This design comes from an exercise in tuning for small area and a short achievable clock period on the open sky130 flow, not from production work. RTL that was checked went through simulation tests only; none was proved equivalent to the original.

Setup of rev 12:
==> flow/design.v (excerpt) <==
module systolic_array #(
    parameter M           = 5,
    parameter N           = 3,
    parameter K           = 4,
    parameter DATA_WIDTH  = 32
) (
    input clk,
    input rst_n,
    input [DATA_WIDTH*M-1:0] X,
    input [DATA_WIDTH*K-1:0] W,
    output reg [DATA_WIDTH*M*K-1:0] Y,
    output done
);
For scale: about 13000 cells after synthesis, roughly 120000 µm² of cells after synthesis.
export LEC_CHECK = 0
export ABC_AREA = 1
export CAP_MARGIN = 20
export CORE_MARGIN = 2
export CORE_UTILIZATION = 50
export CTS_CLUSTER_DIAMETER = 150
export CTS_CLUSTER_SIZE = 20
export PLACE_DENSITY = 0.6
export SETUP_SLACK_MARGIN = 5
export SLEW_MARGIN = 20
export SYNTH_HIERARCHICAL = 1
create_clock -name core_clock -period 8.5 [get_ports {clk}]
standard.sh (not shown) runs the stock make flow with config.mk's settings and CLKGATE_MAP_FILE= SYNTH_SCRIPT=/design/flow/synth_recipe.tcl, a recipe that flattens the netlist after the stock synthesis.
==> flow/flow/run.sh <==
#!/bin/bash
# The standard layout with two changes:
#  - input and output ports are buffered with plain buffers (buf_1) instead
#    of the delay cells buffer_ports picks by default;
#  - after the standard synthesis, fa_polarity.py complements some full
#    adders (a full adder is self-dual) so that fewer inverters are needed
#    between them; registers and all other cells are unchanged.
set -euo pipefail
export BUFFER_PORTS_ARGS="-buffer_cell sky130_fd_sc_hd__buf_1"
RES=orfs/results/${FLOW_PLATFORM}/systolic_array/base
bash standard.sh synth > make_synth.log 2>&1
python3 flow/fa_polarity.py $RES/1_2_yosys.v $RES/1_2_yosys.pol.v > fa_polarity.log 2>&1
cp $RES/1_2_yosys.v 1_2_yosys.standard.v
mv $RES/1_2_yosys.pol.v $RES/1_2_yosys.v
rm -f $RES/1_synth.odb $RES/1_synth.sdc
bash standard.sh > make_layout.log 2>&1
Other scripts of this flow, unchanged in this note and not shown: flow/flow/fa_polarity.py
diff inputs: rev 12 => rev 13
--- a/flow/design.v
+++ b/flow/design.v
@@ -81,14 +81,21 @@
             b2 = x[2*k+1];
             b1 = x[2*k];
             b0 = (k == 0) ? 1'b0 : x[(k == 0) ? 0 : 2*k-1];
             btwo[k] = (b2 & ~b1 & ~b0) | (~b2 & b1 & b0);
         end
     end
 endfunction
+wire [31:0] wsh [0:1];
+genvar c;
+generate
+    for (c = 0; c < 2; c = c + 1) begin : wcp
+        wcopy wc (.clk(clk), .d(wq0_d), .q(wsh[c]));
+    end
+endgenerate
 genvar i;
 generate
     for (i = 0; i < M; i = i + 1) begin : row
         reg [31:0] xr0;
         wire [31:0] xr1 = Y[32*(4*i+2) +: 32];
         wire [31:0] xr2 = Y[32*(4*i+3) +: 32];
         reg [15:0] eone, etwo;       
@@ -96,16 +103,15 @@
         always @(posedge clk) begin
             xr0 <= xr0_d;
             eone <= bone(xr0_d);
             etwo <= btwo(xr0_d);
         end
         wire [31:0] sum;
         wire [31:0] x = xr0;
-        wire [31:0] w;
-        wcopy wc (.clk(clk), .d(wq0_d), .q(w));
+        wire [31:0] w = wsh[i * 2 / 5];
         wire uclr = clr[i];
         reg [31:0] acc;        
         wire [31:0] accm = uclr ? 32'd0 : acc;
         wire one0 = eone[0];
         wire two0 = etwo[0];
         wire neg0 = x[1];
         wire one1 = eone[1];
==> run notes <==
Rev 13 vs. rev 12: critical path depth went up 1, required time reported for the critical path endpoint went up 110 ps, final design area excluding fillers went down about 2.5%, global-route track usage on met1 went down 0.71 points. Compared with rev 12, final sequential cell count in rev 13 decreased by a few percent. Higher clock skew among rev 13 and rev 12: rev 12. Against rev 12, rev 13 comes in 0.57 points lower on core utilization. In rev 13, post-synthesis cell count is lower than in rev 12. Delta(slack of the critical path, rev 13 - rev 12) > 0.

* * *

Setup of the baseline:
Another version of the RTL of systolic_array (not shown whole).
Size: roughly 13,000 cells after synthesis, ~930 I/O pins.
==> module systolic_array, before the edit <==
module systolic_array #(
    parameter M           = 5,
    parameter N           = 3,
    parameter K           = 4,
    parameter DATA_WIDTH  = 32
) (
    input clk,
    input rst_n,
    input [DATA_WIDTH*M-1:0] X,
    input [DATA_WIDTH*K-1:0] W,
    output reg [DATA_WIDTH*M*K-1:0] Y,
    output done
);
reg [3:0] cnt;
reg done_q;
always @(posedge clk or negedge rst_n) begin
    if (!rst_n) begin
        cnt <= 4'd0;
        done_q <= 1'b0;
    end else begin
        if (cnt != 4'd15) cnt <= cnt + 4'd1;
        if (cnt == 4'd13) done_q <= 1'b1;
    end
end
assign done = done_q;
reg [2:0] ld;     
reg [M-1:0] clr;  
reg [3:0] wy;     
reg rot;          
always @(posedge clk or negedge rst_n) begin
    if (!rst_n) begin
        ld <= 3'b001;
        clr <= {M{1'b0}};
        wy <= 4'd0;
        rot <= 1'b1;
    end else begin
        ld <= {cnt == 4'd1, cnt == 4'd0, 1'b0};
        clr <= {M{(cnt == 4'd0) | (cnt == 4'd1) | (cnt == 4'd6) | (cnt == 4'd7)}};
        wy[0] <= (cnt == 4'd5);
        rot <= (cnt <= 4'd10);
        wy[1] <= (cnt == 4'd6);
        wy[2] <= (cnt == 4'd11);
        wy[3] <= (cnt == 4'd12);
    end
end
wire ldany = |ld;
reg [31:0] wq [0:9];
wire [31:0] wq0_d = (ld[0] | ld[2]) ? W[0 +: 32] : ld[1] ? W[32 +: 32] : wq[1];
integer q;
always @(posedge clk) begin
    for (q = 0; q < 9; q = q + 1) wq[q] <= wq[q+1];
    if (ld[0] | ld[2]) begin
        wq[0] <= W[0 +: 32];  wq[3] <= W[32 +: 32];
        wq[6] <= W[64 +: 32]; wq[9] <= W[96 +: 32];
    end else if (ld[1]) begin
        wq[0] <= W[32 +: 32]; wq[3] <= W[0 +: 32];
        wq[6] <= W[96 +: 32]; wq[9] <= W[64 +: 32];
    end else begin
        wq[9] <= W[64 +: 32];
    end
end
reg [31:0] wla, wlb;
always @(posedge clk) begin
    wla <= wq0_d;
    wlb <= ~wq0_d;
end
function [15:0] bone(input [31:0] x);
    integer k;
    begin
        for (k = 0; k < 16; k = k + 1)
            bone[k] = x[2*k] ^ ((k == 0) ? 1'b0 : x[(k == 0) ? 0 : 2*k-1]);
    end
endfunction
function [15:0] btwo(input [31:0] x);
    integer k;
    reg b2, b1, b0;
    begin
        for (k = 0; k < 16; k = k + 1) begin
            b2 = x[2*k+1];
            b1 = x[2*k];
            b0 = (k == 0) ? 1'b0 : x[(k == 0) ? 0 : 2*k-1];
            btwo[k] = (b2 & ~b1 & ~b0) | (~b2 & b1 & b0);
        end
    end
endfunction
genvar i;
generate
    for (i = 0; i < M; i = i + 1) begin : row
        reg [31:0] xr0;
        wire [31:0] xr1 = Y[32*(4*i+2) +: 32];
        wire [31:0] xr2 = Y[32*(4*i+3) +: 32];
        reg [15:0] eone, etwo;       
        wire [31:0] xr0_d = ldany ? X[32*i +: 32] : xr1;
        always @(posedge clk) begin
            xr0 <= xr0_d;
            eone <= bone(xr0_d);
            etwo <= btwo(xr0_d);
        end
        wire [31:0] wh = (i < 3) ? wla : ~wlb;
        wire [31:0] sum;
        pe u (.clk(clk), .x(xr0), .eone(eone), .etwo(etwo), .w(wh), .clr(clr[i]), .sum(sum));
        always @(posedge clk) begin
            if (wy[0]) Y[32*(4*i+0) +: 32] <= sum;
            if (wy[1]) Y[32*(4*i+1) +: 32] <= sum;
            if (wy[2]) Y[32*(4*i+2) +: 32] <= sum;
            else if (rot) Y[32*(4*i+2) +: 32] <= xr2;
            if (wy[3]) Y[32*(4*i+3) +: 32] <= sum;
            else if (rot) Y[32*(4*i+3) +: 32] <= xr0;
        end
    end
endgenerate
endmodule
Settings: LEC_CHECK=0, ABC_AREA=1, CAP_MARGIN=20, CORE_MARGIN=2, CORE_UTILIZATION=60, CTS_CLUSTER_DIAMETER=150, CTS_CLUSTER_SIZE=20, PLACE_DENSITY=0.7, SETUP_SLACK_MARGIN=5, SLEW_MARGIN=20; clock period 8.5 ns.
==> flow/flow/run.sh <==
#!/bin/bash
# The standard layout with two changes:
#  - input and output ports are buffered with plain buffers (buf_2) instead
#    of the delay cells buffer_ports picks by default;
#  - after the standard synthesis, fa_polarity.py complements some full
#    adders (a full adder is self-dual) so that fewer inverters are needed
#    between them; registers and all other cells are unchanged.
set -euo pipefail
export BUFFER_PORTS_ARGS="-buffer_cell sky130_fd_sc_hd__buf_2"
RES=orfs/results/${FLOW_PLATFORM}/systolic_array/base
bash standard.sh synth > make_synth.log 2>&1
python3 flow/fa_polarity.py $RES/1_2_yosys.v $RES/1_2_yosys.pol.v > fa_polarity.log 2>&1
cp $RES/1_2_yosys.v 1_2_yosys.standard.v
mv $RES/1_2_yosys.pol.v $RES/1_2_yosys.v
rm -f $RES/1_synth.odb $RES/1_synth.sdc
bash standard.sh > make_layout.log 2>&1
Other scripts of this flow, unchanged in this note and not shown: flow/flow/fa_polarity.py
diff inputs: the baseline => the candidate
--- a/flow/design.v
+++ b/flow/design.v
@@ -1153,22 +1153,19 @@
 end
 assign done = done_q;
 reg [2:0] ld;     
 reg [M-1:0] clr;  
 reg [3:0] wy;     
-reg rot;          
 always @(posedge clk or negedge rst_n) begin
     if (!rst_n) begin
         ld <= 3'b001;
         clr <= {M{1'b0}};
         wy <= 4'd0;
-        rot <= 1'b1;
     end else begin
         ld <= {cnt == 4'd1, cnt == 4'd0, 1'b0};
         clr <= {M{(cnt == 4'd0) | (cnt == 4'd1) | (cnt == 4'd6) | (cnt == 4'd7)}};
         wy[0] <= (cnt == 4'd5);
-        rot <= (cnt <= 4'd10);
         wy[1] <= (cnt == 4'd6);
         wy[2] <= (cnt == 4'd11);
         wy[3] <= (cnt == 4'd12);
     end
 end
@@ -1186,15 +1183,10 @@
         wq[6] <= W[96 +: 32]; wq[9] <= W[64 +: 32];
     end else begin
         wq[9] <= W[64 +: 32];
     end
 end
-reg [31:0] wla, wlb;
-always @(posedge clk) begin
-    wla <= wq0_d;
-    wlb <= ~wq0_d;
-end
 function [15:0] bone(input [31:0] x);
     integer k;
     begin
         for (k = 0; k < 16; k = k + 1)
             bone[k] = x[2*k] ^ ((k == 0) ? 1'b0 : x[(k == 0) ? 0 : 2*k-1]);
@@ -1213,29 +1205,28 @@
     end
 endfunction
 genvar i;
 generate
     for (i = 0; i < M; i = i + 1) begin : row
-        reg [31:0] xr0;
-        wire [31:0] xr1 = Y[32*(4*i+2) +: 32];
-        wire [31:0] xr2 = Y[32*(4*i+3) +: 32];
+        reg [31:0] xr0, xr1, xr2;
         reg [15:0] eone, etwo;       
         wire [31:0] xr0_d = ldany ? X[32*i +: 32] : xr1;
         always @(posedge clk) begin
             xr0 <= xr0_d;
             eone <= bone(xr0_d);
             etwo <= btwo(xr0_d);
+            xr1 <= xr2;
+            xr2 <= xr0;
         end
-        wire [31:0] wh = (i < 3) ? wla : ~wlb;
+        reg [31:0] wl;
+        always @(posedge clk) wl <= wq0_d;
         wire [31:0] sum;
-        pe u (.clk(clk), .x(xr0), .eone(eone), .etwo(etwo), .w(wh), .clr(clr[i]), .sum(sum));
+        pe u (.clk(clk), .x(xr0), .eone(eone), .etwo(etwo), .w(wl), .clr(clr[i]), .sum(sum));
         always @(posedge clk) begin
             if (wy[0]) Y[32*(4*i+0) +: 32] <= sum;
             if (wy[1]) Y[32*(4*i+1) +: 32] <= sum;
             if (wy[2]) Y[32*(4*i+2) +: 32] <= sum;
-            else if (rot) Y[32*(4*i+2) +: 32] <= xr2;
             if (wy[3]) Y[32*(4*i+3) +: 32] <= sum;
-            else if (rot) Y[32*(4*i+3) +: 32] <= xr0;
         end
     end
 endgenerate
 endmodule
[summary]
The most common library cell in the layout ignoring fill and taps comes out sky130_fd_sc_hd__nand2_1 in one run and sky130_fd_sc_hd__dfxtp_1 in the other, namely in the baseline and the candidate respectively.
Relative to the baseline, ratio of final minimum period to clock period has decreased by 0.95 points in the candidate.
Total clock sinks of the candidate exceeds that of the baseline by more than 10%.
Worst setup margin up 81 ps in the candidate wrt the baseline
Boundary pin count came out exactly the same in the baseline and the candidate.
The RTL of the baseline was laid out without a check of its function.

[separate check: timing with driven ports]
How much do the figures lean on ideal ports? The routed layouts below were timed once more, with nothing changed but the port constraints.
Step 1, drivers: a clkbuf_16 drives clk and a buf_2 each remaining input, both assumed.
Step 2 adds t to the input delays and takes it off the output delays; t is the mean of the earliest and latest rising clock arrival at the registers after step 1. Input paths then give back, and output paths get back, about the clock's delay inside the block.
a / b / c = no drivers / after step 1 / after step 2; a / b = the first two.
run | t, ns | setup WS [ns] | worst setup path after step 2 | cell pins on the clock port's net
rev 12 | 0.948 | 5.004 / 4.973 / 5.004 | register to register | 1
rev 13 | 0.952 | 5.033 / 4.935 / 5.033 | register to register | 1
the baseline | 0.952 | 4.814 / 4.814 / 4.814 | register to register | 1
the candidate | 0.963 | 4.895 / 4.895 / 4.895 | register to register | 1
After both steps setup and hold are still met in every run listed.
